Source: an optimization exercise on an open RTL-to-GDS flow (aim: small area, a short achievable clock period and few clock cycles per item). Production flows keep margins and buffers that such runs may drop. Where RTL was checked, it was by simulation tests only, not by an equivalence proof against the original.

==> run a <==
==> flow/design.v <==
module NibbleSub(
    input  [3:0] a,
    output [3:0] b
    );
    assign b[0] = (~a[3] & ~a[2] & a[1] & ~a[0])
                 | (~a[3] & ~a[2] & a[1] & a[0])
                 | (~a[3] & a[2] & ~a[1] & a[0])
                 | (~a[3] & a[2] & a[1] & ~a[0])
                 | (a[3] & ~a[2] & ~a[1] & ~a[0])
                 | (a[3] & a[2] & ~a[1] & ~a[0])
                 | (a[3] & a[2] & ~a[1] & a[0])
                 | (a[3] & a[2] & a[1] & a[0]);
    assign b[1] = (~a[3] & ~a[2] & ~a[1] & ~a[0])
                 | (~a[3] & a[2] & ~a[1] & ~a[0])
                 | (~a[3] & a[2] & ~a[1] & a[0])
                 | (~a[3] & a[2] & a[1] & ~a[0])
                 | (a[3] & ~a[2] & ~a[1] & ~a[0])
                 | (a[3] & ~a[2] & ~a[1] & a[0])
                 | (a[3] & ~a[2] & a[1] & ~a[0])
                 | (a[3] & a[2] & a[1] & a[0]);
    assign b[2] = (~a[3] & ~a[2] & ~a[1] & ~a[0])
                 | (~a[3] & ~a[2] & ~a[1] & a[0])
                 | (~a[3] & ~a[2] & a[1] & ~a[0])
                 | (~a[3] & a[2] & ~a[1] & a[0])
                 | (a[3] & ~a[2] & a[1] & ~a[0])
                 | (a[3] & ~a[2] & a[1] & a[0])
                 | (a[3] & a[2] & ~a[1] & ~a[0])
                 | (a[3] & a[2] & a[1] & a[0]);
    assign b[3] = (~a[3] & ~a[2] & ~a[1] & ~a[0])
                 | (~a[3] & ~a[2] & a[1] & ~a[0])
                 | (~a[3] & a[2] & ~a[1] & a[0])
                 | (~a[3] & a[2] & a[1] & ~a[0])
                 | (~a[3] & a[2] & a[1] & a[0])
                 | (a[3] & ~a[2] & ~a[1] & a[0])
                 | (a[3] & ~a[2] & a[1] & a[0])
                 | (a[3] & a[2] & ~a[1] & a[0]);
endmodule
module key_generation(
    input  [15:0] k,
    input  [3:0]  r,
    output [15:0] p
    );
    wire [3:0] p4 = k[15:12] ^ r;
    wire [3:0] p5 = p4 ^ k[11:8];
    wire [3:0] p6 = p5 ^ k[7:4];
    wire [3:0] p7 = p6 ^ k[3:0];
    assign p = {p4, p5, p6, p7};
endmodule
module AES_datapath(
    input         load, last,
    input  [15:0] t, p,
    input  [3:0]  sk,
    input  [15:0] data_input, input_vector, key,
    output [15:0] s_d, k_d
    );
    function [3:0] x2(input [3:0] a);
        x2 = {a[2:0], 1'b0} ^ {2'b00, a[3], a[3]};
    endfunction
    wire [3:0] u01 = x2(t[15:12] ^ t[11:8]) & {4{~last}};
    wire [3:0] u23 = x2(t[7:4] ^ t[3:0]) & {4{~last}};
    wire [15:0] m = t ^ {u01, u01, u23, u23};
    wire [15:0] kn = p ^ {4{sk}};
    assign k_d = load ? key : kn;
    assign s_d = (load ? (data_input ^ input_vector) : m) ^ k_d;
endmodule
module AES(
    input clk,nrst,load,
    input [15:0] data_input,input_vector,key,
    input  [3:0] round_number,
    output [15:0] data_output,
    output finish
    );
    reg [15:0] s, k;
    reg [3:0]  r;
    reg        last, busy, fin;
    wire [3:0] t0, t1, t2, t3;
    NibbleSub ns0(.a(s[15:12]), .b(t0));
    NibbleSub ns1(.a(s[3:0]),   .b(t1));
    NibbleSub ns2(.a(s[7:4]),   .b(t2));
    NibbleSub ns3(.a(s[11:8]),  .b(t3));
    wire [3:0] sk;
    NibbleSub ns4(.a(k[3:0]), .b(sk));
    wire [15:0] p;
    key_generation kp(.k(k), .r(r), .p(p));
    wire [15:0] s_d, k_d;
    AES_datapath dp(.load(load), .last(last), .t({t0, t1, t2, t3}), .sk(sk), .p(p),
                    .data_input(data_input), .input_vector(input_vector), .key(key),
                    .s_d(s_d), .k_d(k_d));
    wire [3:0]  r_d = load ? 4'd1 : r + 4'd1;
    always @(posedge clk) begin
        if (load | busy) s <= s_d;
        k    <= k_d;
        r    <= r_d;
        last <= (r_d == round_number);
    end
    always @(posedge clk or negedge nrst) begin
        if (!nrst) begin
            busy <= 1'b0;
            fin  <= 1'b0;
        end else if (load) begin
            busy <= 1'b1;
            fin  <= 1'b0;
        end else if (busy & last) begin
            busy <= 1'b0;
            fin  <= 1'b1;
        end
    end
    assign data_output = s;
    assign finish = fin;
endmodule
==> flow/flow/run.sh <==
#!/bin/bash
# The standard layout (the standard.sh, with the standard flow's synthesis script), except:
#  - ports are buffered by plain buffers instead of the delay buffers buffer_ports picks;
#  - ABC maps the logic with flow/abc.script instead of ORFS's abc_speed.script
#    (a copy of ORFS's scripts folder with only that file replaced).
set -euo pipefail
cp -r "$FLOW_HOME/scripts" scripts_abc
cp flow/abc.script scripts_abc/abc_speed.script
export SCRIPTS_DIR="$PWD/scripts_abc"
export BUFFER_PORTS_ARGS="-buffer_cell sky130_fd_sc_hd__buf_1"
bash standard.sh > standard.log 2>&1
==> flow/flow/abc.script <==
strash
dch -f
map -a
topo
==> flow/standard.sh <==
#!/bin/bash
# synth_recipe.tcl (not shown) runs the flow's synth.tcl, then flattens the netlist and writes it again
# the make line also repeats each setting of config.mk as NAME=value (left out here)
make -C /OpenROAD-flow-scripts/flow DESIGN_CONFIG=/design/flow/config.mk WORK_HOME=/design/flow/orfs CLKGATE_MAP_FILE= SYNTH_SCRIPT=/design/flow/synth_recipe.tcl "${@:-finish}"
==> flow/config.mk <==
export PLATFORM = sky130hd
export DESIGN_NAME = AES
export DESIGN_NICKNAME = AES
export VERILOG_FILES = /design/flow/design.v
export SDC_FILE = /design/flow/constraint.sdc
export NUM_CORES = 4
export LEC_CHECK = 0
export CAP_MARGIN = 20
export CORE_MARGIN = 2
export CORE_UTILIZATION = 40
export SETUP_SLACK_MARGIN = 2.6
export SLEW_MARGIN = 20
export SYNTH_HIERARCHICAL = 1
export SYNTH_MINIMUM_KEEP_SIZE = 0
==> flow/constraint.sdc <==
create_clock -name core_clock -period 5.0 [get_ports {clk}]
set_input_delay 1.0000 -clock core_clock [delete_from_list [all_inputs] [get_ports {clk}]]
set_output_delay 1.0000 -clock core_clock [all_outputs]
set_load 0.01 [all_outputs]
==> run b: changes against run a <==
==> flow/design.v (replaced) <==
module g_a22oi(input A1, A2, B1, B2, output Y);
    assign Y = (~A1&~B1) | (~A1&~B2) | (~A2&~B1) | (~A2&~B2);
endmodule
module g_clkinv(input A, output Y);
    assign Y = (~A);
endmodule
module g_nand2(input A, B, output Y);
    assign Y = (~A) | (~B);
endmodule
module g_nand2b(input A_N, B, output Y);
    assign Y = (A_N) | (~B);
endmodule
module g_nor2(input A, B, output Y);
    assign Y = (~A&~B);
endmodule
module g_o21ai(input A1, A2, B1, output Y);
    assign Y = (~A1&~A2) | (~B1);
endmodule
module g_o22a(input A1, A2, B1, B2, output X);
    assign X = (A1&B1) | (A2&B1) | (A1&B2) | (A2&B2);
endmodule
module g_o22ai(input A1, A2, B1, B2, output Y);
    assign Y = (~B1&~B2) | (~A1&~A2);
endmodule
module g_xor2(input A, B, output X);
    assign X = A ^ B;
endmodule
module NibbleSub(
    input [3:0] a,
    output [3:0] b
    );
    wire _00_, _01_, _02_, _03_, _04_, _05_, _06_, _07_, _08_, _09_, _10_, _11_, _12_, _13_;
    g_clkinv u0(.A(a[3]), .Y(_13_));
    g_nor2 u1(.A(_13_), .B(a[1]), .Y(_00_));
    g_clkinv u2(.A(_00_), .Y(_01_));
    g_clkinv u3(.A(a[0]), .Y(_02_));
    g_nand2 u4(.A(_02_), .B(a[2]), .Y(_03_));
    g_nand2 u5(.A(_13_), .B(a[1]), .Y(_04_));
    g_nor2 u6(.A(_02_), .B(_04_), .Y(_05_));
    g_nand2 u7(.A(_01_), .B(_03_), .Y(_06_));
    g_o22ai u8(.A1(_01_), .A2(_03_), .B1(_05_), .B2(_06_), .Y(b[2]));
    g_nand2b u9(.A_N(a[2]), .B(a[0]), .Y(_07_));
    g_o21ai u10(.A1(a[0]), .A2(_00_), .B1(_07_), .Y(_08_));
    g_a22oi u11(.A1(_04_), .A2(_08_), .B1(a[2]), .B2(_05_), .Y(b[0]));
    g_nand2 u12(.A(_04_), .B(_07_), .Y(_09_));
    g_o22ai u13(.A1(a[3]), .A2(a[2]), .B1(_02_), .B2(a[1]), .Y(_10_));
    g_o22a u14(.A1(a[3]), .A2(_07_), .B1(_09_), .B2(_10_), .X(b[3]));
    g_nand2 u15(.A(a[3]), .B(a[2]), .Y(_11_));
    g_nand2 u16(.A(_06_), .B(_11_), .Y(_12_));
    g_o21ai u17(.A1(_06_), .A2(_09_), .B1(_12_), .Y(b[1]));
endmodule
module key_generation(
    input  [15:0] k,
    input  [3:0]  r,
    output [15:0] p
    );
    wire [3:0] p4, p5, p6, p7, q23;
    g_xor2 x0[3:0] (.A(k[15:12]), .B(r),       .X(p4));
    g_xor2 x1[3:0] (.A(p4),       .B(k[11:8]), .X(p5));
    g_xor2 x2[3:0] (.A(p5),       .B(k[7:4]),  .X(p6));
    g_xor2 x3[3:0] (.A(k[7:4]),   .B(k[3:0]),  .X(q23));
    g_xor2 x4[3:0] (.A(p5),       .B(q23),     .X(p7));
    assign p = {p4, p5, p6, p7};
endmodule
module AES_datapath(
    input         load, busy, last,
    input  [15:0] s, t, p,
    input  [3:0]  sk,
    input  [15:0] data_input, input_vector, key,
    output [15:0] s_d, k_d
    );
    function [3:0] x2(input [3:0] a);
        x2 = {a[2:0], 1'b0} ^ {2'b00, a[3], a[3]};
    endfunction
    wire [3:0] u01 = x2(t[15:12] ^ t[11:8]) & {4{~last}};
    wire [3:0] u23 = x2(t[7:4] ^ t[3:0]) & {4{~last}};
    wire [15:0] m = t ^ {u01, u01, u23, u23};
    wire [15:0] kn = p ^ {4{sk}};
    wire        run = load | busy;
    assign k_d = (load ? key : kn) & {16{run}};
    wire [15:0] x = load ? (data_input ^ input_vector) : (busy ? m : s);
    assign s_d = x ^ k_d;
endmodule
module AES(
    input clk,nrst,load,
    input [15:0] data_input,input_vector,key,
    input  [3:0] round_number,
    output [15:0] data_output,
    output finish
    );
    reg [15:0] s, k;
    reg [3:0]  r;
    reg        last, busy, fin;
    wire [3:0] t0, t1, t2, t3;
    NibbleSub ns0(.a(s[15:12]), .b(t0));
    NibbleSub ns1(.a(s[3:0]),   .b(t1));
    NibbleSub ns2(.a(s[7:4]),   .b(t2));
    NibbleSub ns3(.a(s[11:8]),  .b(t3));
    wire [3:0] sk;
    NibbleSub ns4(.a(k[3:0]), .b(sk));
    wire [15:0] p;
    key_generation kp(.k(k), .r(r), .p(p));
    wire [15:0] s_d, k_d;
    AES_datapath dp(.load(load), .busy(busy), .last(last), .s(s), .t({t0, t1, t2, t3}), .sk(sk), .p(p),
                    .data_input(data_input), .input_vector(input_vector), .key(key),
                    .s_d(s_d), .k_d(k_d));
    wire [3:0]  r_d = load ? 4'd1 : r + 4'd1;
    always @(posedge clk) begin
        s    <= s_d;
        k    <= k_d;
        r    <= r_d;
        last <= (r_d == round_number);
    end
    always @(posedge clk or negedge nrst) begin
        if (!nrst) begin
            busy <= 1'b0;
            fin  <= 1'b0;
        end else if (load) begin
            busy <= 1'b1;
            fin  <= 1'b0;
        end else if (busy & last) begin
            busy <= 1'b0;
            fin  <= 1'b1;
        end
    end
    assign data_output = s;
    assign finish = fin;
endmodule
==> flow/flow/run.sh (replaced) <==
#!/bin/bash
# The standard layout (the standard.sh, standard synthesis included), with the
# ports buffered by plain buffers instead of the delay buffers buffer_ports picks.
set -euo pipefail
export BUFFER_PORTS_ARGS="-buffer_cell sky130_fd_sc_hd__buf_1"
bash standard.sh > standard.log 2>&1
- CTS_BUF_LIST: not set -> sky130_fd_sc_hd__clkbuf_4
- SETUP_SLACK_MARGIN: 2.6 -> 3.0
removed: flow/flow/abc.script
==> run c: changes against run a <==
==> flow/design.v (replaced) <==
module g_a21oi(input A1, A2, B1, output Y);
    assign Y = (~A1&~B1) | (~A2&~B1);
endmodule
module g_a32oi(input A1, A2, A3, B1, B2, output Y);
    assign Y = (~A1&~B1) | (~A1&~B2) | (~A2&~B1) | (~A3&~B1) | (~A2&~B2) | (~A3&~B2);
endmodule
module g_clkinv(input A, output Y);
    assign Y = (~A);
endmodule
module g_nand2(input A, B, output Y);
    assign Y = (~A) | (~B);
endmodule
module g_nand2b(input A_N, B, output Y);
    assign Y = (A_N) | (~B);
endmodule
module g_nor2(input A, B, output Y);
    assign Y = (~A&~B);
endmodule
module g_o21ai(input A1, A2, B1, output Y);
    assign Y = (~A1&~A2) | (~B1);
endmodule
module g_o22ai(input A1, A2, B1, B2, output Y);
    assign Y = (~B1&~B2) | (~A1&~A2);
endmodule
module g_xor2(input A, B, output X);
    assign X = A ^ B;
endmodule
module NibbleSub(
    input [3:0] a,
    output [3:0] b
    );
    wire _00_, _01_, _02_, _03_, _04_, _05_, _06_, _07_, _08_, _09_, _10_, _11_, _12_, _13_;
    g_nand2b u0(.A_N(a[1]), .B(a[3]), .Y(_13_));
    g_clkinv u1(.A(a[0]), .Y(_00_));
    g_nand2 u2(.A(_00_), .B(a[2]), .Y(_01_));
    g_clkinv u3(.A(a[3]), .Y(_02_));
    g_nand2 u4(.A(_02_), .B(a[1]), .Y(_03_));
    g_nor2 u5(.A(_00_), .B(_03_), .Y(_04_));
    g_nand2 u6(.A(_13_), .B(_01_), .Y(_05_));
    g_o22ai u7(.A1(_13_), .A2(_01_), .B1(_04_), .B2(_05_), .Y(b[2]));
    g_nor2 u8(.A(_00_), .B(a[2]), .Y(_06_));
    g_a21oi u9(.A1(_00_), .A2(_13_), .B1(_06_), .Y(_07_));
    g_a21oi u10(.A1(_02_), .A2(a[1]), .B1(_07_), .Y(_08_));
    g_a21oi u11(.A1(a[2]), .A2(_04_), .B1(_08_), .Y(b[0]));
    g_o21ai u12(.A1(_00_), .A2(a[2]), .B1(_03_), .Y(_09_));
    g_o22ai u13(.A1(a[3]), .A2(a[2]), .B1(_00_), .B2(a[1]), .Y(_10_));
    g_nor2 u14(.A(_09_), .B(_10_), .Y(_11_));
    g_a21oi u15(.A1(_02_), .A2(_06_), .B1(_11_), .Y(b[3]));
    g_clkinv u16(.A(_05_), .Y(_12_));
    g_a32oi u17(.A1(a[3]), .A2(a[2]), .A3(_05_), .B1(_12_), .B2(_09_), .Y(b[1]));
endmodule
module key_generation(
    input  [15:0] k,
    input  [3:0]  r,
    output [15:0] p
    );
    wire [3:0] p4, p5, p6, p7, q23;
    g_xor2 x0[3:0] (.A(k[15:12]), .B(r),       .X(p4));
    g_xor2 x1[3:0] (.A(p4),       .B(k[11:8]), .X(p5));
    g_xor2 x2[3:0] (.A(p5),       .B(k[7:4]),  .X(p6));
    g_xor2 x3[3:0] (.A(k[7:4]),   .B(k[3:0]),  .X(q23));
    g_xor2 x4[3:0] (.A(p5),       .B(q23),     .X(p7));
    assign p = {p4, p5, p6, p7};
endmodule
module AES_datapath(
    input         load, busy, last,
    input  [15:0] s, t, p,
    input  [3:0]  sk,
    input  [15:0] data_input, input_vector, key,
    output [15:0] s_d, k_d
    );
    function [3:0] x2(input [3:0] a);
        x2 = {a[2:0], 1'b0} ^ {2'b00, a[3], a[3]};
    endfunction
    wire [3:0] u01 = x2(t[15:12] ^ t[11:8]) & {4{~last}};
    wire [3:0] u23 = x2(t[7:4] ^ t[3:0]) & {4{~last}};
    wire [15:0] m = t ^ {u01, u01, u23, u23};
    wire [15:0] kn = p ^ {4{sk}};
    assign k_d = load ? key : kn;
    wire [15:0] sn = (load ? (data_input ^ input_vector) : m) ^ k_d;
    assign s_d = (load | busy) ? sn : s;
endmodule
module AES(
    input clk,nrst,load,
    input [15:0] data_input,input_vector,key,
    input  [3:0] round_number,
    output [15:0] data_output,
    output finish
    );
    reg [15:0] s, k;
    reg [3:0]  r;
    reg        last, busy, fin;
    wire [3:0] t0, t1, t2, t3;
    NibbleSub ns0(.a(s[15:12]), .b(t0));
    NibbleSub ns1(.a(s[3:0]),   .b(t1));
    NibbleSub ns2(.a(s[7:4]),   .b(t2));
    NibbleSub ns3(.a(s[11:8]),  .b(t3));
    wire [3:0] sk;
    NibbleSub ns4(.a(k[3:0]), .b(sk));
    wire [15:0] p;
    key_generation kp(.k(k), .r(r), .p(p));
    wire [15:0] s_d, k_d;
    AES_datapath dp(.load(load), .busy(busy), .last(last), .s(s), .t({t0, t1, t2, t3}), .sk(sk), .p(p),
                    .data_input(data_input), .input_vector(input_vector), .key(key),
                    .s_d(s_d), .k_d(k_d));
    wire [3:0]  r_d = load ? 4'd1 : r + 4'd1;
    always @(posedge clk) begin
        s    <= s_d;
        k    <= k_d;
        r    <= r_d;
        last <= (r_d == round_number);
    end
    always @(posedge clk or negedge nrst) begin
        if (!nrst) begin
            busy <= 1'b0;
            fin  <= 1'b0;
        end else if (load) begin
            busy <= 1'b1;
            fin  <= 1'b0;
        end else if (busy & last) begin
            busy <= 1'b0;
            fin  <= 1'b1;
        end
    end
    assign data_output = s;
    assign finish = fin;
endmodule
==> flow/flow/run.sh (replaced) <==
#!/bin/bash
# The standard layout (the standard.sh, standard synthesis included), with the
# ports buffered by plain buffers instead of the delay buffers buffer_ports picks.
set -euo pipefail
export BUFFER_PORTS_ARGS="-buffer_cell sky130_fd_sc_hd__buf_1"
bash standard.sh > standard.log 2>&1
- SETUP_SLACK_MARGIN: 2.6 -> 2.9
removed: flow/flow/abc.script
==> summary of the runs <==
Sequential share of layout area: run b > run a > run c. Count of clock-buffer cells in the layout is the same in run c and run b. The lowest worst hold slack belongs to run b, the highest to run a. Between run c and run b, the lower global-route usage is in run c (gap 0.79 points). In register-to-register slack, run b and run c hardly differ.
==> figures <==
item                                                                                run a           run b           run c
Result of the run                                                          finished clean  finished clean  finished clean
Global-route wire length before repair                                          10,400 um       11,000 um       10,500 um
Worst-case headroom to the max-slew limit                                           0.614           0.652           0.642
Capture point of the critical path                                                   s[2]           s[12]  data_output[2]
Share of the yosys chip area belonging to registers                                 0.338           0.284           0.274
Post-Synth Adder-Cell Area                                                        0.00444         0.00449         0.00434
Total half-perimeter wirelength after legalization and detailed placement         5020 um         5230 um         5290 um
1st-iter DRT viols                                                                     99              91              78
Fraction of area in multi-input gates                                               0.514           0.597           0.608
R2R Path End                                                                         s[2]           s[12]            s[4]
Testbench counts of run a, summed over its fixed seeds: cycles 1,935, items 192.
Testbench counts of run b, summed over its fixed seeds: cycles 1,935, items 192.
Function not checked in run c: the RTL went through the layout flow alone.

what the ideal ports hide:
The flow's constraints put no driver on any port. The routed layouts listed below were extracted and timed again, unchanged, in two steps. Step 1 (the two cells are an assumption about what drives the block):
set clk [get_ports {clk}]
set_driving_cell -lib_cell sky130_fd_sc_hd__clkbuf_16 $clk
set_driving_cell -lib_cell sky130_fd_sc_hd__buf_2 [delete_from_list [all_inputs] $clk]
Step 2 moves the port delays by t, midway between the first and last clock arrival at a register: inputs arrive t later, outputs are due t later. That takes back most of the time a late clock gives input paths. Slacks: no drivers / after step 1 / after step 2; pairs: no drivers / after step 1.
run	shift t [ns]	slack for setup (ns)	worst data-port slew with drivers (ns)
run a	0.306	2.641 / 2.641 / 2.470	0.03
run b	0.361	3.012 / 3.012 / 2.798	0.04
run c	0.320	2.965 / 2.937 / 2.675	0.03
After both steps setup and hold are still met in every run listed. The setup slack of run c, which loses most, moves by -0.028 ns with the drivers and by -0.290 ns with both steps.
